Background: an optimization exercise with open tools, aiming at small area and a short achievable clock period. Do not read the settings as production practice. No driver is modelled on the clock port, so clock power and skew are understated where the tree is cut down; a real chip needs a root buffer or a tree. Power figures rest on the tool's default switching activity, not on a simulated workload.

run 1:
==> flow/design.v <==
module FIFO(
	input [7:0] DATA_IN,
	input READ, WRITE, CLEAR_N, RESET_N, CLOCK,
	output reg [7:0] DATA_OUT,
	output reg [4:0] USE_DW,
	output reg F_FULL_N, F_EMPTY_N
);
reg [255:0] sr;       
reg [31:0]  rd;       
reg [3:0]   rdq;      
reg [3:0]   lo;       
reg [7:0]   hi;       
wire rst = ~(RESET_N & CLEAR_N);
wire shift = WRITE & (READ | F_FULL_N);
always @(posedge CLOCK)
	if (shift)
		sr <= {sr[247:0], DATA_IN};
reg [31:0] oldest;
integer s, q;
always @* begin
	oldest = 32'd0;
	for (s = 0; s < 32; s = s + 1)
		oldest[8*(s/8) +: 8] = oldest[8*(s/8) +: 8] | ({8{lo[s%4] & hi[s/4]}} & sr[8*((s+31)%32) +: 8]);
end
always @(posedge CLOCK) begin
	rd <= oldest;
	for (q = 0; q < 4; q = q + 1)
		rdq[q] <= hi[2*q] | hi[2*q+1];
end
reg [7:0] rdsel;
always @* begin
	rdsel = 8'd0;
	for (q = 0; q < 4; q = q + 1)
		rdsel = rdsel | ({8{rdq[q]}} & rd[8*q +: 8]);
end
always @(posedge CLOCK)
	if (~F_EMPTY_N & WRITE & READ)
		DATA_OUT <= DATA_IN;
	else
		DATA_OUT <= rdsel;
wire inc = WRITE & ~READ & F_FULL_N;
wire dec = READ & ~WRITE & F_EMPTY_N;
reg [4:0] cnt_n;
reg       full_n_n, empty_n_n;
always @* begin
	cnt_n     = USE_DW;
	full_n_n  = F_FULL_N;
	empty_n_n = F_EMPTY_N;
	if (rst) begin
		cnt_n     = 5'd0;
		full_n_n  = 1'b1;
		empty_n_n = 1'b0;
	end else if (inc) begin
		cnt_n     = USE_DW + 5'd1;
		full_n_n  = ~(USE_DW == 5'd31);
		empty_n_n = 1'b1;
	end else if (dec) begin
		cnt_n     = USE_DW - 5'd1;
		full_n_n  = 1'b1;
		empty_n_n = ~(USE_DW == 5'd1 && F_FULL_N);
	end
end
always @(posedge CLOCK) begin
	USE_DW    <= cnt_n;
	F_FULL_N  <= full_n_n;
	F_EMPTY_N <= empty_n_n;
end
always @(posedge CLOCK)
	if (rst) begin
		lo <= 4'b0001;
		hi <= 8'b00000001;
	end else if (inc) begin
		lo <= {lo[2:0], lo[3]};
		if (lo[3])
			hi <= {hi[6:0], hi[7]};
	end else if (dec) begin
		lo <= {lo[0], lo[3:1]};
		if (lo[0])
			hi <= {hi[0], hi[7:1]};
	end
endmodule
export LEC_CHECK = 0
export CAP_MARGIN = 20
export CORE_MARGIN = 2
export CORE_UTILIZATION = 60
export CTS_BUF_LIST = sky130_fd_sc_hd__clkbuf_8
export CTS_CLUSTER_DIAMETER = 60
export CTS_CLUSTER_SIZE = 18
export SETUP_SLACK_MARGIN = 1.1
export SLEW_MARGIN = 20
create_clock -name core_clock -period 2.5 [get_ports {CLOCK}]
standard.sh (not shown) runs the stock make flow with config.mk's settings and CLKGATE_MAP_FILE= SYNTH_SCRIPT=/design/flow/synth_recipe.tcl, a recipe that flattens the netlist after the stock synthesis.
==> flow/flow/run.sh <==
#!/bin/bash
# Standard ORFS layout, except that the clock tree is built by manual_cts.tcl:
# a two-level inverter tree (one root inverter, one leaf inverter per cluster
# of flip-flops) in place of TritonCTS's buffer tree.
set -euo pipefail
here=$(cd "$(dirname "$0")" && pwd)
export PRE_CTS_TCL="$here/manual_cts.tcl"
export PRE_RESIZE_TCL="$here/max_fanout.tcl"
export BUFFER_PORTS_ARGS="-buffer_cell sky130_fd_sc_hd__buf_2"
bash standard.sh > standard.log 2>&1
==> flow/flow/max_fanout.tcl <==
# Sourced by ORFS's resize.tcl (PRE_RESIZE_TCL hook) before repair_design:
# a fanout limit makes repair_design build buffer trees for the wide nets
# (the shift enable of the storage, the read selects).
set_max_fanout 20 [current_design]
Other scripts of this flow, unchanged in this note and not shown: flow/flow/manual_cts.tcl
Edits applied to the flow inputs when going from run 1 to run 2:
# run 1
export LEC_CHECK = 0
export CAP_MARGIN = 20
export CORE_MARGIN = 2
export CORE_UTILIZATION = 60
export CTS_BUF_LIST = sky130_fd_sc_hd__clkbuf_8
export CTS_CLUSTER_DIAMETER = 60
export CTS_CLUSTER_SIZE = 18
export SETUP_SLACK_MARGIN = 1.1
export SLEW_MARGIN = 20
create_clock -name core_clock -period 2.5 [get_ports {CLOCK}]
# run 2
export LEC_CHECK = 0
export CAP_MARGIN = 20
export CORE_MARGIN = 2
export CORE_UTILIZATION = 60
export CTS_BUF_LIST = sky130_fd_sc_hd__clkbuf_8
export CTS_CLUSTER_DIAMETER = 60
export CTS_CLUSTER_SIZE = 18
export SETUP_SLACK_MARGIN = 1.0
export SLEW_MARGIN = 20
create_clock -name core_clock -period 2.5 [get_ports {CLOCK}]
diff --git a/flow/flow/run.sh b/flow/flow/run.sh
--- a/flow/flow/run.sh
+++ b/flow/flow/run.sh
@@ -6,5 +6,4 @@
 here=$(cd "$(dirname "$0")" && pwd)
 export PRE_CTS_TCL="$here/manual_cts.tcl"
-export PRE_RESIZE_TCL="$here/max_fanout.tcl"
 export BUFFER_PORTS_ARGS="-buffer_cell sky130_fd_sc_hd__buf_2"
 bash standard.sh > standard.log 2>&1
removed: flow/flow/max_fanout.tcl
Findings:
Run 2 has completed all stages; timing, DRC and antenna checks passed. Diff run 1 -> run 2 | total design power | down by a few percent. Critical path depth: higher on run 1. Run 2 against run 1: post-route cell area went down, required time reported for the critical path endpoint went down, share of power burned in combinational logic went down. Highest attainable clock frequency ended up 6.0% lower on run 2 than on run 1. Total track usage | run 2 below run 1. Setup slack of the critical path after layout: lower on run 2. For run 1, the destination of the critical timing path was sr[247], unlike run 2, where it was sr[154]. Run 2 vs. run 1: post-layout instance count excluding filler cells went down 93, internal power contribution fell by 3.4%.
No functional check of the RTL was part of any run of this note. In every run of this note, the design's own scripts or RTL, not TritonCTS, make the clock network.

---

Setup of before:
Starts from the design.v that is shown in full above.
Settings: LEC_CHECK=0, CAP_MARGIN=20, CORE_MARGIN=2, CORE_UTILIZATION=60, CTS_BUF_LIST=sky130_fd_sc_hd__clkbuf_8, CTS_CLUSTER_DIAMETER=60, CTS_CLUSTER_SIZE=18, SETUP_SLACK_MARGIN=1.0, SLEW_MARGIN=20; clock period 2.5 ns.
==> flow/flow/run.sh <==
#!/bin/bash
# Standard ORFS layout, except that the clock tree is built by manual_cts.tcl:
# a two-level inverter tree (one root inverter, one leaf inverter per cluster
# of flip-flops) in place of TritonCTS's buffer tree.
set -euo pipefail
here=$(cd "$(dirname "$0")" && pwd)
export PRE_CTS_TCL="$here/manual_cts.tcl"
export PRE_RESIZE_TCL="$here/max_fanout.tcl"
export BUFFER_PORTS_ARGS="-buffer_cell sky130_fd_sc_hd__buf_2"
bash standard.sh > standard.log 2>&1
Other scripts of this flow, unchanged in this note and not shown: flow/flow/manual_cts.tcl, flow/flow/max_fanout.tcl
Changes in after relative to before:
Settings: changing SETUP_SLACK_MARGIN from 1.0 to 1.2.
## What came out
after: met3 layer wire length in the routed design is 740 um higher than what before reported.
The category of the most critical setup path comes out in -> reg in one run and reg -> reg in the other, namely in before and after respectively.
after vs. before: largest net degree at the start of global routing comparable; cell area after synthesis barely changed; simple logic cell fraction of the synthesized area saw little to no change; number of antenna violations at the first check in global routing -1.
| total design power | after vs before | 0.30 mW higher |
Compared with before, in after fmax shrank by 4.3%; met3 track demand over resource in global routing held steady; number of filler instances in the final layout shrank by 22%.
Of the two candidates, before has the better routed wire length and after the worse one.
Between before and after, routability congestion estimate from global placement increased.
No run of this note included a check of the RTL's function; only the layout flow was run. In every run of this note, the design's own scripts or RTL, not TritonCTS, make the clock network.

---

FIFO, a different RTL version from the one above (not shown whole).
For scale: ~770 cells after synthesis, ~350 flip-flops, ~28 I/O pins, about 12000 sq um of cells after synthesis.
clock: 2.5 ns
lec_check: 0
cap_margin: 20
core_margin: 2
core_utilization: 60
cts_buf_list: sky130_fd_sc_hd__clkbuf_8
cts_cluster_diameter: 60
cts_cluster_size: 18
setup_slack_margin: 1.2
slew_margin: 20
Scripts as last shown in full above: flow/flow/run.sh
Other scripts of this flow, unchanged in this note and not shown: flow/flow/manual_cts.tcl, flow/flow/max_fanout.tcl
The baseline ran to the end with no violations.
Rerun with:
Settings changed: SETUP_SLACK_MARGIN 1.2 to 1.1.
Result: The new run produced a clean layout. Combinational power went down by 11%. Core utilization goes down by 2.1 points. Final area drops by 3.0%. Setup slack gets better by 0.0065 ns. Clock power barely changes. Register-to-register slack barely changes. Die area stays the same. Via count drops by 2.1%. Wire length went down by 2.4%.
No functional check of the RTL was part of any run of this note. No run of this note takes its clock network from TritonCTS; it comes from the design's own scripts or RTL.

## static timing again, ports no longer ideal
Ports are ideal in the flow. The routed layouts listed here were re-timed in OpenROAD. Step 1, drivers: a clkbuf_16 drives CLOCK and a buf_2 each remaining input, both assumed. Step 2 moves the port delays by t, midway between the first and last clock arrival at a register: inputs arrive t later, outputs are due t later. That takes back most of the time a late clock gives input paths. a / b / c = ideal / step 1 / step 2; a / b = the first two.
| run | t (ns) | setup WS [ns] | clock arrival spread, ns | cell pins on the clock port's net |
|---|---|---|---|---|
| run 1 | 0.299 | 0.971 / 0.978 / 0.793 | 0.026 / 0.026 | 3 |
| run 2 | 0.288 | 0.873 / 0.940 / 0.715 | 0.033 / 0.032 | 3 |
| before | 0.293 | 1.013 / 1.048 / 0.813 | 0.037 / 0.037 | 3 |
| after | 0.308 | 0.946 / 0.946 / 0.782 | 0.027 / 0.028 | 3 |
| the first run of note 3 | 0.299 | 0.767 / 0.867 / 0.568 | 0.031 / 0.032 | 3 |
| the second run of note 3 | 0.299 | 0.774 / 0.876 / 0.577 | 0.030 / 0.030 | 3 |
After both steps setup and hold are still met in every run listed. The setup slack of before, which loses most, moves by +0.035 ns with the drivers and by -0.200 ns with both steps.
